What follows belongs to an exercise in optimizing a design on an open flow for small area, a short achievable clock period and few clock cycles; a production flow would make more cautious choices.
In this exercise RTL edits were held to simulation tests only and were not proved equivalent to the original.
Power and IR drop assume default switching activity.

**flow/design.v**
```verilog
`timescale 1ns / 1ps
module adder(S,Cout,A,B,Cin);
parameter WIDTH=31;
output	[WIDTH-1:0]	S;
output				Cout;
input	[WIDTH-1:0]	A;
input	[WIDTH-1:0]	B;
input				Cin;
assign {Cout,S}=A+B+Cin;
endmodule
`timescale 1ns / 1ps
module mux2_1(out,in0,in1,sel);
parameter WIDTH=32;
output	[WIDTH-1:0]	out;
input	[WIDTH-1:0]	in0;
input	[WIDTH-1:0]	in1;
input				sel;
assign out=sel?in1:in0;
endmodule
`timescale 1ns / 1ps
module extender(data32, data16,ext_ops);
output reg [31:0] data32;
input [15:0] data16;
input [1:0] ext_ops;
always @(*)
begin
    case(ext_ops)
    2'b01: data32 = {{16{data16[15]}},data16};
    2'b10: data32 = {data16,{16{1'b0}}};
    default: data32 = {{16{1'b0}},data16};
    endcase
end
endmodule
`timescale 1ns / 1ps
module alu(
    output reg [31:0] S,
    output wire z,
    output reg Cout,
    input wire [31:0] A,
    input wire [31:0] B,
    input wire Cin,
    input wire [2:0] alu_ops
    );
assign z=~|S;
always @(*)
begin
	case (alu_ops)
	3'b000: begin {Cout,S}=A+B+Cin; end
	3'b001: begin {Cout,S}=A-B; end
	3'b010: begin S=A|B; Cout=0; end
	3'b011: begin S=A&B; Cout=0; end
	3'b100: begin S=A^B; Cout=0; end
	3'b101: begin S=-A; Cout=0; end
	3'b110: begin S=~A; Cout=0; end
	default: begin S=~B; Cout=0; end	
	endcase
end
endmodule
`timescale 1ns / 1ps
module regfile(A, B, data, ra, rb, rw, we, clock);
output	[31:0]	A;
output	[31:0]	B;
input 	[31:0]	data;
input 	[4:0]	ra, rb, rw;
input			we;
input			clock;
reg		[31:0] regs[31:0];
assign A = regs[ra];
assign B = regs[rb];
always @(posedge clock)
begin
	if (we)
		regs[rw] <= data;
end
endmodule
`timescale 1ns / 1ps
module control(	
	sel_pc,
	sel_addpc,
	sel_wr,
	sel_b,
	sel_data,
	reg_wr,
	mem_wr,
	ext_ops,
	alu_ops,
	opcode,
	reserved,
	z_flag
	);
output reg sel_pc;
output reg sel_addpc;
output reg sel_wr;
output reg sel_b;
output reg sel_data;
output reg reg_wr;
output reg mem_wr;
output reg [1:0] ext_ops;
output reg [2:0] alu_ops;
input [5:0] opcode;
input [2:0] reserved;
input z_flag;
localparam ORI=6'b010000;
localparam ORUI=6'b010001;
localparam ADD=6'b000001;
localparam LW=6'b011000;
localparam SW=6'b011100;
localparam BEQ=6'b100100;
localparam JMP=6'b110000;
always @(*)
begin
	case (opcode)
		JMP : sel_pc=1;
		default : sel_pc=0;
	endcase
end
always @(*)
begin
	case (opcode)
		BEQ : sel_addpc=z_flag;
		default : sel_addpc=0;
	endcase
end
always @(*)
begin
	case (opcode)
		ORI : sel_wr=1;
		ORUI : sel_wr=1;
		LW : sel_wr=1;
		default : sel_wr=0;
	endcase
end
always @(*)
begin
	case (opcode)
		ORI : sel_b=1;
		ORUI : sel_b=1;
		LW : sel_b=1;
		SW : sel_b=1;
		default : sel_b=0;
	endcase
end
always @(*)
begin
	case (opcode)
		LW : sel_data=1;
		default : sel_data=0;
	endcase
end
always @(*)
begin
	case (opcode)
		ORI : reg_wr=1;
		ORUI : reg_wr=1;
		ADD : reg_wr=1;
		LW : reg_wr=1;
		default : reg_wr=0;
	endcase
end
always @(*)
begin
	case (opcode)
		SW : mem_wr=1;
		default : mem_wr=0;
	endcase
end
always @(*)
begin
	case (opcode)
		ORUI : ext_ops=2'b10;
		LW : ext_ops=2'b01;
		SW : ext_ops=2'b01;
		BEQ : ext_ops=2'b01;
		default : ext_ops=2'b00;
	endcase
end
always @(*)
begin
	case (opcode)
		ORI : alu_ops=3'b010;
		ORUI : alu_ops=3'b010;
		BEQ : alu_ops=3'b001;
		ADD : alu_ops=reserved;
		default : alu_ops=3'b000;
	endcase
end
endmodule
`timescale 1ns / 1ps
module nanocpu(p_address,p_data,d_address,d_wdata,d_rdata,mem_wr,clock,nreset);
output 	[31:0]	p_address;
input 	[31:0]	p_data;
output	[31:0]	d_address;
output			mem_wr;
output	[31:0]	d_wdata;
input	[31:0]	d_rdata;
input			clock;
input			nreset;
localparam ORI=6'b010000;
localparam ORUI=6'b010001;
localparam ADD=6'b000001;
localparam LW=6'b011000;
localparam SW=6'b011100;
localparam BEQ=6'b100100;
localparam JMP=6'b110000;
localparam R_SUM=3'd0, R_OR=3'd1, R_AND=3'd2, R_XOR=3'd3, R_Y=3'd4, R_MEM=3'd5;
reg	[29:0]	pc;
assign p_address = {pc, 2'b00};
wire	[5:0]	op = p_data[31:26];
wire	[4:0]	rs = p_data[25:21];
wire	[4:0]	rt = p_data[20:16];
wire	[4:0]	rd = p_data[15:11];
wire	[2:0]	fn = p_data[2:0];
wire	[15:0]	imm = p_data[15:0];
wire	d_ori  = (op == ORI);
wire	d_orui = (op == ORUI);
wire	d_add  = (op == ADD);
wire	d_lw   = (op == LW);
wire	d_sw   = (op == SW);
wire	d_beq  = (op == BEQ);
wire	d_jmp  = (op == JMP);
reg		v_q;
reg	[31:0]	a_q, y_q, b_q;
reg		cin_c_q, cin_k_q, c_inv_q, c_en_q;
reg	[2:0]	rsel_q;
reg		we_q, sw_q, beq_q;
reg	[4:0]	rw_q;
reg		c_q;
wire	[31:0]	ex_res;
wire		ex_we = v_q & we_q;
wire	[31:0]	rf_a, rf_b;
regfile	REGFILE(rf_a, rf_b, ex_res, rs, rt, rw_q, ex_we, clock);
wire	[31:0]	A = (ex_we && rw_q == rs) ? ex_res : rf_a;
wire	[31:0]	B = (ex_we && rw_q == rt) ? ex_res : rf_b;
reg	[31:0]	a_d, y_d;
reg		cin_c_d, cin_k_d, c_inv_d, c_en_d, we_d;
reg	[2:0]	rsel_d;
reg	[4:0]	rw_d;
always @(*)
begin
	a_d = A;
	y_d = B;
	cin_c_d = 1'b1; cin_k_d = 1'b0; c_inv_d = 1'b0; c_en_d = 1'b1;
	rsel_d = R_SUM; we_d = 1'b0; rw_d = rd;
	case (op)
	ORI:  begin y_d = {16'b0, imm}; rsel_d = R_OR; c_en_d = 1'b0; we_d = 1'b1; rw_d = rt; end
	ORUI: begin y_d = {imm, 16'b0}; rsel_d = R_OR; c_en_d = 1'b0; we_d = 1'b1; rw_d = rt; end
	LW:   begin y_d = {{16{imm[15]}}, imm}; rsel_d = R_MEM; we_d = 1'b1; rw_d = rt; end
	SW:   begin y_d = {{16{imm[15]}}, imm}; end
	BEQ:  begin y_d = ~B; cin_c_d = 1'b0; cin_k_d = 1'b1; c_inv_d = 1'b1; end
	ADD:  begin
		we_d = 1'b1;
		case (fn)
		3'b000: ;
		3'b001: begin y_d = ~B; cin_c_d = 1'b0; cin_k_d = 1'b1; c_inv_d = 1'b1; end
		3'b010: begin rsel_d = R_OR;  c_en_d = 1'b0; end
		3'b011: begin rsel_d = R_AND; c_en_d = 1'b0; end
		3'b100: begin rsel_d = R_XOR; c_en_d = 1'b0; end
		3'b101: begin a_d = 32'b0; y_d = ~A; cin_c_d = 1'b0; cin_k_d = 1'b1; c_en_d = 1'b0; end
		3'b110: begin y_d = ~A; rsel_d = R_Y; c_en_d = 1'b0; end
		default: begin y_d = ~B; rsel_d = R_Y; c_en_d = 1'b0; end
		endcase
		end
	default: ;
	endcase
end
wire	[32:0]	sum = {1'b0, a_q} + {1'b0, y_q} + {32'b0, cin_c_q ? c_q : cin_k_q};
wire		carry = sum[32];
reg	[31:0]	res;
always @(*)
begin
	case (rsel_q)
	R_SUM:	res = sum[31:0];
	R_OR:	res = a_q | y_q;
	R_AND:	res = a_q & y_q;
	R_XOR:	res = a_q ^ y_q;
	R_Y:	res = y_q;
	default: res = d_rdata;
	endcase
end
assign ex_res = res;
assign d_address = sum[31:0];
assign d_wdata = b_q;
assign mem_wr = v_q & sw_q;
wire	br_taken = v_q & beq_q & (&(a_q ^ y_q));
wire	[29:0]	pc_inc = pc + 30'd1;
wire	[29:0]	pc_br = pc + {{14{b_q[15]}}, b_q[15:0]};
wire	[29:0]	pc_jmp = {4'b0000, p_data[25:0]};
always @(posedge clock)
begin
	if (!nreset) begin
		pc <= 30'd0;
		v_q <= 1'b0;
		c_q <= 1'b0;
	end else begin
		pc <= br_taken ? pc_br : (d_jmp ? pc_jmp : pc_inc);
		v_q <= ~br_taken;
		if (v_q)
			c_q <= (carry ^ c_inv_q) & c_en_q;
	end
end
always @(posedge clock)
begin
	a_q <= a_d;
	y_q <= y_d;
	b_q <= d_beq ? {B[31:16], imm} : B;
	cin_c_q <= cin_c_d;
	cin_k_q <= cin_k_d;
	c_inv_q <= c_inv_d;
	c_en_q <= c_en_d;
	rsel_q <= rsel_d;
	we_q <= we_d;
	sw_q <= d_sw;
	beq_q <= d_beq;
	rw_q <= rw_d;
end
endmodule
```
**flow/run.sh**
```bash
#!/bin/bash
# synth_recipe.tcl (not shown) runs the flow's synth.tcl, then flattens the netlist and writes it again
# the make line also repeats each setting of config.mk as NAME=value (left out here)
make -C /OpenROAD-flow-scripts/flow DESIGN_CONFIG=/design/flow/config.mk WORK_HOME=/design/flow/orfs CLKGATE_MAP_FILE= SYNTH_SCRIPT=/design/flow/synth_recipe.tcl finish
```
**flow/config.mk**
```make
export PLATFORM = sky130hd
export DESIGN_NAME = nanocpu
export DESIGN_NICKNAME = nanocpu
export VERILOG_FILES = /design/flow/design.v
export SDC_FILE = /design/flow/constraint.sdc
export NUM_CORES = 4
export LEC_CHECK = 0
export CAP_MARGIN = 20
export CORE_MARGIN = 2
export CORE_UTILIZATION = 40
export SLEW_MARGIN = 20
```
**flow/constraint.sdc**
```tcl
create_clock -name core_clock -period 11.5 [get_ports {clock}]
set_input_delay 2.3000 -clock core_clock [delete_from_list [all_inputs] [get_ports {clock}]]
set_output_delay 2.3000 -clock core_clock [all_outputs]
set_load 0.01 [all_outputs]
```
==> out/metrics.cfg, run 1 <==
[power]
ir_worst_vdd_uv = 127
p_switching_w = 0.00334
p_int_w = 0.00844
p_leak_nw = 22.6
power_frac_clock_pct = 34.9
power.density_nw_per_um2 = 173
comb_power_share_pct = 19.8
seq_power_share_pct = 45.3
netSwitchingFraction_pct = 28.4

[setup_path]
r2r_start = cin_c_q$_DFF_P_
crit_top_cell = fa_1
crit_type = reg -> out
cpPeakStageDelay_ns = 0.62
cp_max_fo = 4
end_kind = primary output
path_cells = mux2_2, fa_1, inv_1, fa_1, nand2b_1, a211oi_4, o21ai_1, a31o_1, o221a_2, o31a_1, xnor2_1, clkdlybuf4s50_1
startpoint_type = flop
cp-startpoint = cin_c_q$_DFF_P_
cp.arrival_ns = 4.57
worstPathRequired_ns = 9.20
cpMaxStageDelayCell = clkdlybuf4s50_1

[die]
die_h_um = 391
fp.dieW_um = 391
die_area_um2 = 153000
start_util_pct = 40.4
ios = 163
rows = 141
coreArea_um2 = 148000

[placed_design]
place_ws_ns = 5.08
io_buffers = 160
hpwl_um = 119000
place_congestion = 0.994

[synth]
yosys.area.top_type = edfxtp_1
ys_ff_latch = 1167
syn_area_um2 = 59800
synth_top_family_by_area = multiplexers
synthSimpleGateAreaFrac_pct = 4.88
synthXorXnorAreaFrac_pct = 1.23
synth-async-reset-ratio_pct = 0
synth-seq-area-share_pct = 56.2
synthFlopType = edfxtp_1
netlist_top_cells_area = edfxtp_1, mux4_2, dfxtp_1
synthMuxAreaShare_pct = 26.1
synth-compound-area-share_pct = 6.62
synth_edf_count = 1024
synth_fa_ha_area_share_pct = 2.07
synth_top_area_share_pct = 51.4
synth_cell_types = 87
avgSynthCellArea_um2 = 15.9
netlist_instances = 3758
ys_warn_count = 2

[clock_tree]
clk_path_buf_depth = 3
cts-root-buf = clkbuf_16
cts_sinks = 1167
htree_levels = 3
path_clk_slew_ns = 0.06
clock_latency_ns = 0.76
cts.hold.buffers_added = 0
cts_resized = 0
cts_buffers = 116
post_cts_buffers = 0
cts_tree = yes

[route]
firstDrtPassIters = 7
wl_per_cell_um = 32.7
drt-total-wl_um = 193000
vias = 37900
first_iter_violations = 4722
vias_per_cell = 6.41
postRouteAntennaNets = 0
drc = 0

[final_layout]
layout-drive-gt1-share_pct = 26.3
layout_common_cells = edfxtp_1, mux4_2, nand2_1
postLayoutCoreUtil_pct = 45.9
nNetsFinal = 4036
area_growth_pct = 13.7
fillCellCount = 12600
final_common_cell = edfxtp_1

[timing]
whs_ns = 0.459
maxSlewViolCount = 0
setup_viol = 0
finalHoldViolCount = 0
fin_ws_ns = 4.63
fmax_mhz = 146
relSlewSlack_pct = 21.8
min_period_ns = 6.87
finalSetupTns_ns = 0
worst_slew_pin_slew_ns = 1.17
fin_skew_ns = 0.0680
rsz0062_at_grt = false
min_period_over_period_pct = 59.7

[global_route]
grt_remaining_overflow = 0
antenna_found_initial = 7
grt_max_degree = 120
track_usage_pct = 25.2
grt_pass1_wl_um = 275000
first_global_vias = 37000

[run_status]
status = no timing/DRC/antenna violations

[job]
maxCapViolCount = 0

[hold_path]
hold_start = c_en_q$_DFF_P_
min_path_type = reg -> reg

[path summary, 6_finish.rpt]
check / to / slack (ns) / cells past startpoint
max: d_address[30] / 4.63 / 12
min: c_q$_SDFFE_PN0P_ / 0.46 / 2
max reg2reg: y_q[13]$_DFF_P_ / 6.79 / 13
min reg2reg: c_q$_SDFFE_PN0P_ / 0.46 / 2
[final cells by class]
type	count	area (um^2)	share of cell area [%]
Clock buffer	141	3090	4.55
Antenna cell	2	5.00	0.00736
Sequential cell	1167	33600	49.5
Tap cell	1930	2410	3.55
Inverter	129	484	0.712
Timing Repair Buffer	259	2430	3.58
Multi-Input combinational cell	2200	24900	36.6
Clock inverter	80	1050	1.55
[sequential cells by signal, indices dropped and copies added (netlist names)]
name / count
c_inv_q: 1
rw_q: 5
v_q: 1
b_q: 32
a_q: 32
sw_q: 1
we_q: 1
y_q: 32
cin_c_q: 1
c_q: 1
cin_k_q: 1
pc: 30
beq_q: 1
REGFILE.regs: 1024
rsel_q: 3
c_en_q: 1
[metrics by stage]
stage	total power, W	std cells	area (um^2)
3_3_place_gp	0.00772	5684	63800
3_5_place_dp	0.00774	5684	63800
4_1_cts	0.0118	5905	67900
5_1_grt	0.0122	5907	68000
6_report	0.0118	5908	68000
2_1_floorplan	0.00673	3759	59800
[cell families after synthesis]
logic type | after synthesis
simple gates | 638
flops | 1167
xor+xnor | 84
mux | 755
buf+inv | 392
compound gates | 624
fa+ha+maj | 97
other cells | 1
[worst max-delay path, delay by kind of cell, from the launching register on]
kind	cells	cell delay (ns)
AOI/OAI and AO/OA	5	1.44
buffers and inverters	2	0.69
adders and majority gates	2	0.64
DFF	1	0.31
xor gates and xnor gates	1	0.28
muxes	1	0.23
and+or+nand+nor	1	0.21
[power groups by stage]
stage                     registers, W  clock network (W)  logic (W)
after floorplan                0.00542                  0    0.00131
after global placement         0.00543                  0    0.00229
after detailed placement       0.00543                  0    0.00231
after CTS                      0.00534            0.00416    0.00231
after global routing           0.00534            0.00431    0.00250
final                          0.00534            0.00411    0.00233
[layer usage]
layer | vias to the layer above | GRT usage, % | wire length [um]
met4 | 4 | 9.10 | 6890
met1 | 19900 | 35.0 | 77200
met5 | - | 0 | 21
met3 | 330 | 3.71 | 17100
li1 | 15500 | - | -
met2 | 2049 | 40.3 | 91800
[synth_stat cells (all sizes together), types with 21 or more instances]
| cell type | count |
|---|---|
| o21ai | 167 |
| inv | 124 |
| buf | 123 |
| clkbuf | 140 |
| nand2 | 212 |
| xor2 | 34 |
| dfxtp | 143 |
| o211ai | 41 |
| nand3 | 53 |
| mux2 | 23 |
| mux2i | 89 |
| ha | 94 |
| edfxtp | 1024 |
| nand2b | 21 |
| mux4 | 643 |
| nor3 | 27 |
| o21a | 22 |
| xnor2 | 50 |
| a21oi | 186 |
| nor2 | 192 |
| a21o | 33 |
| and2 | 38 |
Testbench counts, summed over its fixed seeds: cycles 109,667.
==> run 2, diff against run 1 <==
--- a/flow/design.v
+++ b/flow/design.v
@@ -205,19 +205,21 @@
 localparam R_SUM=3'd0, R_OR=3'd1, R_AND=3'd2, R_XOR=3'd3, R_Y=3'd4, R_MEM=3'd5;
 reg	[29:0]	pc;
 assign p_address = {pc, 2'b00};
-wire	[5:0]	op = p_data[31:26];
-wire	[4:0]	rs = p_data[25:21];
-wire	[4:0]	rt = p_data[20:16];
-wire	[4:0]	rd = p_data[15:11];
-wire	[2:0]	fn = p_data[2:0];
-wire	[15:0]	imm = p_data[15:0];
+wire	f_jmp = (p_data[31:26] == JMP);
+reg	[31:0]	ir;
+reg		vd_q;
+wire	[5:0]	op = ir[31:26];
+wire	[4:0]	rs = ir[25:21];
+wire	[4:0]	rt = ir[20:16];
+wire	[4:0]	rd = ir[15:11];
+wire	[2:0]	fn = ir[2:0];
+wire	[15:0]	imm = ir[15:0];
 wire	d_ori  = (op == ORI);
 wire	d_orui = (op == ORUI);
 wire	d_add  = (op == ADD);
 wire	d_lw   = (op == LW);
 wire	d_sw   = (op == SW);
 wire	d_beq  = (op == BEQ);
-wire	d_jmp  = (op == JMP);
 reg		v_q;
 reg	[31:0]	a_q, y_q, b_q;
 reg		cin_c_q, cin_k_q, c_inv_q, c_en_q;
@@ -225,12 +227,21 @@
 reg		we_q, sw_q, beq_q;
 reg	[4:0]	rw_q;
 reg		c_q;
+reg		v3_q, we3_q, ld3_q, sw3_q;
+reg	[4:0]	rw3_q;
+reg	[31:0]	res3_q, wd3_q;
 wire	[31:0]	ex_res;
-wire		ex_we = v_q & we_q;
+wire		ex_fw = v_q & we_q & (rsel_q != R_MEM);
+wire		ld2 = v_q & (rsel_q == R_MEM);
+wire		wb_we = v3_q & we3_q;
+wire	[31:0]	wb_data = ld3_q ? d_rdata : res3_q;
 wire	[31:0]	rf_a, rf_b;
-regfile	REGFILE(rf_a, rf_b, ex_res, rs, rt, rw_q, ex_we, clock);
-wire	[31:0]	A = (ex_we && rw_q == rs) ? ex_res : rf_a;
-wire	[31:0]	B = (ex_we && rw_q == rt) ? ex_res : rf_b;
+regfile	REGFILE(rf_a, rf_b, wb_data, rs, rt, rw3_q, wb_we, clock);
+wire	[31:0]	A = (ex_fw && rw_q == rs) ? ex_res : (wb_we && rw3_q == rs) ? wb_data : rf_a;
+wire	[31:0]	B = (ex_fw && rw_q == rt) ? ex_res : (wb_we && rw3_q == rt) ? wb_data : rf_b;
+wire	uses_rt = ~(d_ori | d_orui | d_lw);
+wire	stall = ld2 & ((rw_q == rs) | (uses_rt & (rw_q == rt)));
+wire	[29:0]	pc_br = pc + {{14{imm[15]}}, imm};
 reg	[31:0]	a_d, y_d;
 reg		cin_c_d, cin_k_d, c_inv_d, c_en_d, we_d;
 reg	[2:0]	rsel_d;
@@ -269,40 +280,47 @@
 always @(*)
 begin
 	case (rsel_q)
-	R_SUM:	res = sum[31:0];
 	R_OR:	res = a_q | y_q;
 	R_AND:	res = a_q & y_q;
 	R_XOR:	res = a_q ^ y_q;
 	R_Y:	res = y_q;
-	default: res = d_rdata;
+	default: res = sum[31:0];
 	endcase
 end
 assign ex_res = res;
-assign d_address = sum[31:0];
-assign d_wdata = b_q;
-assign mem_wr = v_q & sw_q;
 wire	br_taken = v_q & beq_q & (&(a_q ^ y_q));
-wire	[29:0]	pc_inc = pc + 30'd1;
-wire	[29:0]	pc_br = pc + {{14{b_q[15]}}, b_q[15:0]};
-wire	[29:0]	pc_jmp = {4'b0000, p_data[25:0]};
+assign d_address = res3_q;
+assign d_wdata = wd3_q;
+assign mem_wr = v3_q & sw3_q;
 always @(posedge clock)
 begin
 	if (!nreset) begin
 		pc <= 30'd0;
+		vd_q <= 1'b0;
 		v_q <= 1'b0;
+		v3_q <= 1'b0;
 		c_q <= 1'b0;
 	end else begin
-		pc <= br_taken ? pc_br : (d_jmp ? pc_jmp : pc_inc);
-		v_q <= ~br_taken;
+		if (br_taken) begin
+			pc <= b_q[29:0];
+			vd_q <= 1'b0;
+		end else if (!stall) begin
+			pc <= f_jmp ? {4'b0000, p_data[25:0]} : pc + 30'd1;
+			vd_q <= 1'b1;
+		end
+		v_q <= vd_q & ~br_taken & ~stall;
+		v3_q <= v_q;
 		if (v_q)
 			c_q <= (carry ^ c_inv_q) & c_en_q;
 	end
 end
 always @(posedge clock)
 begin
+	if (!stall)
+		ir <= p_data;
 	a_q <= a_d;
 	y_q <= y_d;
-	b_q <= d_beq ? {B[31:16], imm} : B;
+	b_q <= d_beq ? {2'b00, pc_br} : B;
 	cin_c_q <= cin_c_d;
 	cin_k_q <= cin_k_d;
 	c_inv_q <= c_inv_d;
@@ -312,5 +330,11 @@
 	sw_q <= d_sw;
 	beq_q <= d_beq;
 	rw_q <= rw_d;
+	we3_q <= we_q;
+	ld3_q <= (rsel_q == R_MEM);
+	sw3_q <= sw_q;
+	rw3_q <= rw_q;
+	res3_q <= res;
+	wd3_q <= b_q;
 end
 endmodule
==> out/metrics.cfg, run 2 <==
[die]
coreArea_um2 = 156000  ; +5.5%
ios = 163  ; unchanged
start_util_pct = 40.3  ; -0.12 points
die_area_um2 = 160000  ; +5.2%
fp.dieW_um = 401  ; +2.6%
rows = 145  ; +2.8%
die_h_um = 401  ; +2.6%

[setup_path]
end_kind = flop
cp.arrival_ns = 5.63  ; +1.06 ns
cpMaxStageDelayCell = dfxtp_4
crit_cells = 9  ; -3
r2r_cells = 9  ; -4
crit_type = reg -> reg
cpPeakStageDelay_ns = 0.87  ; +0.25 ns
startpoint_type = flop
worstPathRequired_ns = 12.20  ; +3.00 ns
cp_top_family = multiplexers
timing.critical_path.buf_inv = 2  ; unchanged
cp_max_fo = 35  ; +31
path_cells = buf_4, buf_4, mux4_2, mux4_2, mux2i_1, a21oi_1, a21oi_1, nor2_1, a22oi_1

[synth]
synth_common_cells = edfxtp_1, mux4_2, nor2_1
avgSynthCellArea_um2 = 15.7  ; -1.3%
ys_ff_latch = 1283  ; +9.9%
synthFlopType = edfxtp_1
netlist_top_cells_area = edfxtp_1, mux4_2, dfxtp_1
synth_top_area_share_pct = 50.4  ; -1.0 points
ys_warn_count = 2  ; unchanged
netlist_instances = 4008  ; +6.7%
synth.most_common_cell = edfxtp_1
syn_area_um2 = 62900  ; +5.2%
yosys.area.top_type = edfxtp_1
synth-async-reset-ratio_pct = 0  ; unchanged
synth_edf_count = 1056  ; +3.1%
synth-seq-area-share_pct = 57.6  ; +1.4 points
synth_cell_types = 86  ; -1.1%

[power]
power.density_nw_per_um2 = 170  ; -1.7%
ir_worst_vdd_uv = 132  ; +4.0%
p_leak_nw = 23.5  ; +4.0%

[global_route]
grt_remaining_overflow = 0  ; unchanged
track_usage_pct = 25.8  ; +0.60 points
grt_pass1_wl_um = 296000  ; +7.9%
first_global_vias = 39800  ; +7.6%
grt_max_degree = 87  ; -28%
antenna_found_initial = 7  ; unchanged

[route]
drc = 0  ; unchanged
postRouteAntennaNets = 0  ; unchanged
firstDrtPassIters = 6  ; -1
vias_per_cell = 6.46  ; +0.81%
vias = 40600  ; +7.4%
wl_per_cell_um = 33.3  ; +1.9%
drt-total-wl_um = 210000  ; +8.5%
first_iter_violations = 5242  ; +11%

[timing]
finalHoldViolCount = 0  ; unchanged
fin_skew_ns = 0.0235  ; -0.0445 ns
finalSetupTns_ns = 0  ; unchanged
setup_viol = 0  ; unchanged
worst_slew_pin_slew_ns = 1.15  ; -0.0161 ns
relSlewSlack_pct = 22.9  ; +1.1 points
min_period_over_period_pct = 42.9  ; -17 points
whs_ns = 0.325  ; -0.134 ns
min_period_ns = 4.94  ; -1.93 ns
fmax_mhz = 203  ; +39%
rsz0062_at_grt = false
maxSlewViolCount = 0  ; unchanged

[clock_tree]
path_clk_slew_ns = 0.07  ; about the same
htree_levels = 4  ; +1
cts_buffers = 136  ; +17%
cts_tree = yes
cts.hold.buffers_added = 0  ; unchanged
cts_resized = 0  ; unchanged
cts_sinks = 1283  ; +9.9%
clock_latency_ns = 0.79  ; +0.03 ns
clk_path_buf_depth = 3  ; unchanged
post_cts_buffers = 0  ; unchanged
cts-root-buf = clkbuf_16

[final_layout]
largest_register_ffs = 1024  ; unchanged
nNetsFinal = 4284  ; +6.1%
area_growth_pct = 13.1
top_register = REGFILE.regs
layout_common_cells = edfxtp_1, mux4_2, a21oi_1
final_common_cell = edfxtp_1
layout-drive-gt1-share_pct = 24.7  ; -1.6 points

[run_status]
status = no timing/DRC/antenna violations

[job]
maxCapViolCount = 0  ; unchanged

[hold_path]
holdPathStages = 0  ; -2
min_path_type = reg -> reg

[placed_design]
place_congestion = 0.977  ; -1.6%
io_buffers = 160  ; unchanged
hpwl_um = 125000  ; +5.0%

[run 2: changes by cell type after synthesis, moves of 37 or more]
cell / previous run / this run
dfxtp_1: 143 / 227
nor2_1: 191 / 257
a21oi_1: 183 / 242
a22oi_1: 12 / 70
nand2_1: 212 / 168
mux4_2: 643 / 606
[run 2: cell families after synthesis]
kind of cell,share of synthesized area (%)
flip-flops,57.6
AO/OA/AOI/OAI,7.75
multiplexers,23.9
XOR/XNOR,0.821
AND/OR/NAND/NOR,5.04
other,0.00596
buffers and inverters,2.85
adder cells (fa/ha/maj),1.96
[run 2: layout make-up]
type,instances,area [um^2]
diodes,5,12.5
inverters,106,399
multi-input cells,2330,25200
flip-flops and latches,1283,36300
fillers,13300,85100
repair buffers,264,2420
clock buffers,182,3710
well taps,2058,2570
clock inverters,64,551
[run 2: where the power goes]
group | switching [W] | internal (W)
registers | 0.000133 | 0.00566
clock network | 0.00185 | 0.00243
logic | 0.00138 | 0.000664
[run 2: through the flow]
step / total power (W) / cell area (um^2) / instances / util (%) / setup slack [ns]
finish: 0.0121 / 71200 / 6292 / 45.6 / 6.56
global route: 0.0125 / 71100 / 6288 / 45.5 / 6.39
CTS: 0.0122 / 71100 / 6287 / 45.5 / 6.54
detailed placement: 0.00792 / 66900 / 6041 / 42.8 / 6.57
global placement: 0.00790 / 66900 / 6041 / 42.8 / 6.30
floorplan: 0.00701 / 62900 / 4009 / - / 7.85
[run 2: worst reg2reg max path, cell delays in order (launching register included)]
cell and delay [ns]:
dfxtp_4 0.87, buf_4 0.59, buf_4 0.61, mux4_2 0.64, mux4_2 0.50, mux2i_1 0.35, a21oi_1 0.14, a21oi_1 0.86
nor2_1 0.08, a22oi_1 0.21
[run 2: worst paths after layout]
kind | from | to | slack, ns
setup / recovery | flop | y_q[20]$_DFF_P_ | 6.56
hold reg to reg | b_q[31]$_SDFF_PP0_ | wd3_q[31]$_DFF_P_ | 0.33
setup reg to reg | flop | y_q[20]$_DFF_P_ | 6.56
hold / removal | b_q[31]$_SDFF_PP0_ | wd3_q[31]$_DFF_P_ | 0.33
[run 2: layer usage]
layer,track usage [%],vias up,share of wire (%)
li1,-,16600,-
met1,34.8,21400,39
met2,41.2,2229,47
met3,4.69,460,9.1
met4,10.8,4,4.5
met5,0,-,0.013
Testbench counts of run 2, summed over its fixed seeds: cycles 119,108.
==> run 3, diff against run 2 <==
--- a/flow/design.v
+++ b/flow/design.v
@@ -57,16 +57,28 @@
 end
 endmodule
 `timescale 1ns / 1ps
-module regfile(A, B, data, ra, rb, rw, we, clock);
+module regfile(A, B, data, sa, sb, rw, we, clock);
 output	[31:0]	A;
 output	[31:0]	B;
 input 	[31:0]	data;
-input 	[4:0]	ra, rb, rw;
+input 	[31:0]	sa, sb;
+input 	[4:0]	rw;
 input			we;
 input			clock;
 reg		[31:0] regs[31:0];
-assign A = regs[ra];
-assign B = regs[rb];
+reg	[31:0]	ra_out, rb_out;
+integer i;
+always @(*)
+begin
+	ra_out = 32'b0;
+	rb_out = 32'b0;
+	for (i = 0; i < 32; i = i + 1) begin
+		ra_out = ra_out | (regs[i] & {32{sa[i]}});
+		rb_out = rb_out | (regs[i] & {32{sb[i]}});
+	end
+end
+assign A = ra_out;
+assign B = rb_out;
 always @(posedge clock)
 begin
 	if (we)
@@ -208,6 +220,14 @@
 wire	f_jmp = (p_data[31:26] == JMP);
 reg	[31:0]	ir;
 reg		vd_q;
+reg	[31:0]	sa_q, sb_q;
+reg	[31:0]	sa_d, sb_d;
+integer k;
+always @(*)
+	for (k = 0; k < 32; k = k + 1) begin
+		sa_d[k] = (p_data[25:21] == k);
+		sb_d[k] = (p_data[20:16] == k);
+	end
 wire	[5:0]	op = ir[31:26];
 wire	[4:0]	rs = ir[25:21];
 wire	[4:0]	rt = ir[20:16];
@@ -227,7 +247,7 @@
 reg		we_q, sw_q, beq_q;
 reg	[4:0]	rw_q;
 reg		c_q;
-reg		v3_q, we3_q, ld3_q, sw3_q;
+reg		v3_q, we3_q, ld3_q, mw3_q;
 reg	[4:0]	rw3_q;
 reg	[31:0]	res3_q, wd3_q;
 wire	[31:0]	ex_res;
@@ -236,7 +256,7 @@
 wire		wb_we = v3_q & we3_q;
 wire	[31:0]	wb_data = ld3_q ? d_rdata : res3_q;
 wire	[31:0]	rf_a, rf_b;
-regfile	REGFILE(rf_a, rf_b, wb_data, rs, rt, rw3_q, wb_we, clock);
+regfile	REGFILE(rf_a, rf_b, wb_data, sa_q, sb_q, rw3_q, wb_we, clock);
 wire	[31:0]	A = (ex_fw && rw_q == rs) ? ex_res : (wb_we && rw3_q == rs) ? wb_data : rf_a;
 wire	[31:0]	B = (ex_fw && rw_q == rt) ? ex_res : (wb_we && rw3_q == rt) ? wb_data : rf_b;
 wire	uses_rt = ~(d_ori | d_orui | d_lw);
@@ -291,7 +311,7 @@
 wire	br_taken = v_q & beq_q & (&(a_q ^ y_q));
 assign d_address = res3_q;
 assign d_wdata = wd3_q;
-assign mem_wr = v3_q & sw3_q;
+assign mem_wr = mw3_q;
 always @(posedge clock)
 begin
 	if (!nreset) begin
@@ -299,6 +319,7 @@
 		vd_q <= 1'b0;
 		v_q <= 1'b0;
 		v3_q <= 1'b0;
+		mw3_q <= 1'b0;
 		c_q <= 1'b0;
 	end else begin
 		if (br_taken) begin
@@ -310,14 +331,18 @@
 		end
 		v_q <= vd_q & ~br_taken & ~stall;
 		v3_q <= v_q;
+		mw3_q <= v_q & sw_q;
 		if (v_q)
 			c_q <= (carry ^ c_inv_q) & c_en_q;
 	end
 end
 always @(posedge clock)
 begin
-	if (!stall)
+	if (!stall) begin
 		ir <= p_data;
+		sa_q <= sa_d;
+		sb_q <= sb_d;
+	end
 	a_q <= a_d;
 	y_q <= y_d;
 	b_q <= d_beq ? {2'b00, pc_br} : B;
@@ -332,7 +357,6 @@
 	rw_q <= rw_d;
 	we3_q <= we_q;
 	ld3_q <= (rsel_q == R_MEM);
-	sw3_q <= sw_q;
 	rw3_q <= rw_q;
 	res3_q <= res;
 	wd3_q <= b_q;
==> flow/flow/run.sh (new file) <==
#!/bin/bash
# The standard layout, with timing repair aimed at a tighter setup margin.
set -euo pipefail
bash standard.sh SETUP_SLACK_MARGIN=7.5 finish > standard_flow.log 2>&1
==> flow/standard.sh (new file) <==
#!/bin/bash
# synth_recipe.tcl (not shown) runs the flow's synth.tcl, then flattens the netlist and writes it again
# the make line also repeats each setting of config.mk as NAME=value (left out here)
make -C /OpenROAD-flow-scripts/flow DESIGN_CONFIG=/design/flow/config.mk WORK_HOME=/design/flow/orfs CLKGATE_MAP_FILE= SYNTH_SCRIPT=/design/flow/synth_recipe.tcl "${@:-finish}"
removed: flow/run.sh
==> out/metrics.cfg, run 3 <==
[synth]
avgSynthCellArea_um2 = 12.7  ; -19%
synth.most_common_cell = edfxtp_1
yosys.area.top_type = edfxtp_1
netlist_top_cells_area = edfxtp_1, a22oi_1, dfxtp_1
synth_common_cells = edfxtp_1, a22oi_1, nor2_1
synth_cell_types = 88  ; +2.3%
synth-seq-area-share_pct = 63.3  ; +5.7 points
synthFlopType = edfxtp_1
syn_area_um2 = 60000  ; -4.6%
synth-async-reset-ratio_pct = 0  ; unchanged
synth_edf_count = 1120  ; +6.1%
ys_ff_latch = 1337  ; +4.2%
netlist_instances = 4717  ; +18%
ys_warn_count = 2  ; unchanged
synth_top_area_share_pct = 56.1  ; +5.7 points

[timing]
setup_viol = 0  ; unchanged
min_period_over_period_pct = 36.1  ; -6.8 points
rsz0062_at_grt = true
fin_ws_ns = 7.34  ; +0.779 ns
fmax_mhz = 241  ; +19%
finalSetupTns_ns = 0  ; unchanged
relSlewSlack_pct = 12.9  ; -10 points
finalHoldViolCount = 0  ; unchanged
maxSlewViolCount = 0  ; unchanged
fin_skew_ns = 0.0416  ; +0.0181 ns
min_period_ns = 4.16  ; -0.779 ns
worst_slew_pin_slew_ns = 1.30  ; +0.141 ns

[die]
start_util_pct = 40.2  ; -0.12 points
coreArea_um2 = 149000  ; -4.3%
die_h_um = 391  ; -2.3%
fp.dieW_um = 391  ; -2.3%
ios = 163  ; unchanged
die_area_um2 = 153000  ; -4.6%
rows = 142  ; -2.1%

[global_route]
grt_pass1_wl_um = 400000  ; +35%
first_global_vias = 48600  ; +22%
grt_remaining_overflow = 0  ; unchanged
antenna_found_initial = 20  ; +13
grt_max_degree = 79  ; -9.2%
track_usage_pct = 37.9  ; +12 points

[setup_path]
cp_max_fo = 22  ; -37%
cp.arrival_ns = 4.88  ; -0.75 ns
worstPathRequired_ns = 12.22  ; +0.02 ns
end_kind = flop
startpoint_type = flop
crit_type = reg -> reg
r2r_cells = 9  ; unchanged

[clock_tree]
clk_path_buf_depth = 3  ; unchanged
cts_buffers = 141  ; +3.7%
cts_tree = yes
htree_levels = 4  ; unchanged
cts_sinks = 1337  ; +4.2%
clock_latency_ns = 0.83  ; +0.04 ns
post_cts_buffers = 0  ; unchanged
cts-root-buf = clkbuf_16
path_clk_slew_ns = 0.06  ; about the same
cts.hold.buffers_added = 0  ; unchanged

[hold_path]
min_path_type = reg -> reg
holdPathStages = 0  ; unchanged

[route]
drt-total-wl_um = 299000  ; +42%
first_iter_violations = 10500  ; +100%
firstDrtPassIters = 7  ; +1
vias = 52300  ; +29%
wl_per_cell_um = 42.5  ; +28%
vias_per_cell = 7.45  ; +15%
postRouteAntennaNets = 0  ; unchanged
drc = 0  ; unchanged

[placed_design]
io_buffers = 160  ; unchanged
hpwl_um = 171000  ; +36%
place_congestion = 0.970  ; -0.75%
dp.cells = 6751  ; +12%
place_ws_ns = 6.80  ; +0.232 ns

[final_layout]
layout-drive-gt1-share_pct = 11.4  ; -13 points
fin_cells = 7022  ; +12%
nNetsFinal = 5044  ; +18%
top_register = REGFILE.regs
area_growth_pct = 15.7
final_common_cell = edfxtp_1
fillCellCount = 13300  ; -0.35%
postLayoutCoreUtil_pct = 46.5  ; +0.92 points
largest_register_ffs = 1024  ; unchanged
layout_common_cells = edfxtp_1, a22oi_1, nor2_1

[power]
p_leak_nw = 23.5  ; +0.10%
ir_worst_vdd_uv = 180  ; +36%
power.density_nw_per_um2 = 185  ; +8.6%

[run_status]
status = no timing/DRC/antenna violations

[job]
maxCapViolCount = 0  ; unchanged

-- run 3: cell types whose count changed after synthesis, moves of 56 or more --
cell and delta:
nand4_1 +161, buf_2 -66, edfxtp_1 +64, clkbuf_1 +115, a22o_1 +195, nand3_1 +56, a22oi_1 +579, mux4_2 -606
a221oi_1 +199
-- run 3: critical path, stage by stage, from the launching register on --
cell	delay, ns
edfxtp_1	0.90
buf_4	0.58
a22o_1	0.31
a221oi_1	0.21
nand3_1	0.14
nor4_2	1.00
a21oi_1	0.21
o31ai_1	0.38
o31ai_1	0.12
mux2i_1	0.19
-- run 3: layer usage --
layer,vias to the layer above,GRT usage (%),wire (um)
met5,-,0.287,277
met1,25300,44.5,96000
met4,30,30.1,32300
met3,1856,16.7,49900
li1,19600,-,-
met2,5566,53.9,120000
-- run 3: worst paths after layout --
check	from	to	slack, ns
min reg2reg	b_q[31]$_SDFF_PP0_	wd3_q[31]$_DFF_P_	0.33
min	b_q[31]$_SDFF_PP0_	wd3_q[31]$_DFF_P_	0.33
max	sa_q[0]$_DFFE_PN_	y_q[19]$_DFF_P_	7.34
max reg2reg	sa_q[0]$_DFFE_PN_	y_q[19]$_DFF_P_	7.34
-- run 3: area by class of cell --
| class | instances | area, um^2 | share of cell area (%) |
|---|---|---|---|
| flip-flops and latches | 1337 | 38000 | 54.8 |
| multi-input cells | 2938 | 20800 | 29.9 |
| clock inverters | 77 | 818 | 1.18 |
| inverters | 113 | 429 | 0.618 |
| clock buffers | 178 | 3790 | 5.46 |
| repair buffers | 350 | 3040 | 4.37 |
| diodes | 13 | 32.5 | 0.0468 |
| well taps | 2016 | 2520 | 3.63 |
-- run 3: repair_timing --
item / CTS / global route
pin swaps: 0 / 1
resized for setup: 105 / 13
setup endpoints to repair: 68 / 17
-- run 3: power breakdown --
| group | leakage (nW) | total, W | internal, W | switching, W |
|---|---|---|---|---|
| combinational | 9.12 | 0.00207 | 0.000542 | 0.00153 |
| sequential | 12.2 | 0.00611 | 0.00595 | 0.000157 |
| clock | 2.22 | 0.00467 | 0.00262 | 0.00205 |
-- run 3: logic make-up (layout without fill, tap and decap cells) --
logic type,count (synthesis),in the layout,share of synthesized area (%)
fa+ha+maj,97,97,2.06
mux,83,83,1.46
other cells,1,15,0.00625
flops,1337,1337,63.3
buf+inv,443,718,2.82
simple gates,1015,1015,8.59
xor+xnor,58,58,0.847
compound gates,1683,1683,20.9
-- run 3: metrics by stage --
step	hold WS, ns	instance area (um^2)	power, W
6_report	0.328	69400	0.0129
5_1_grt	0.336	69400	0.0131
4_1_cts	0.328	69300	0.0127
3_5_place_dp	0.314	64700	0.00820
3_3_place_gp	0.311	64600	0.00817
2_1_floorplan	0.310	60000	0.00717
Testbench counts of run 3, summed over its fixed seeds: cycles 119,108.

## what the ideal ports hide
How much do the figures lean on ideal ports? The routed layouts below were timed once more, with nothing changed but the port constraints. Step 1: set_driving_cell puts a clkbuf_16 on clock and a buf_2 on each other input, an assumption about the parent block. Step 2 moves the port delays by t, midway between the first and last clock arrival at a register: inputs arrive t later, outputs are due t later. That takes back most of the time a late clock gives input paths. Slacks: no drivers / after step 1 / after step 2; pairs: no drivers / after step 1.
run | t (ns) | setup WS [ns] | hold WS [ns]
run 1 | 0.812 | 4.630 / 4.546 / 5.052 | 0.459 / 0.459 / 0.459
run 2 | 0.845 | 6.564 / 6.564 / 6.493 | 0.325 / 0.325 / 0.325
run 3 | 0.893 | 7.343 / 7.343 / 6.712 | 0.328 / 0.328 / 0.328
After both steps setup and hold are still met in every run listed. The setup slack of run 3, which loses most, moves by 0.000 ns with the drivers and by -0.631 ns with both steps.
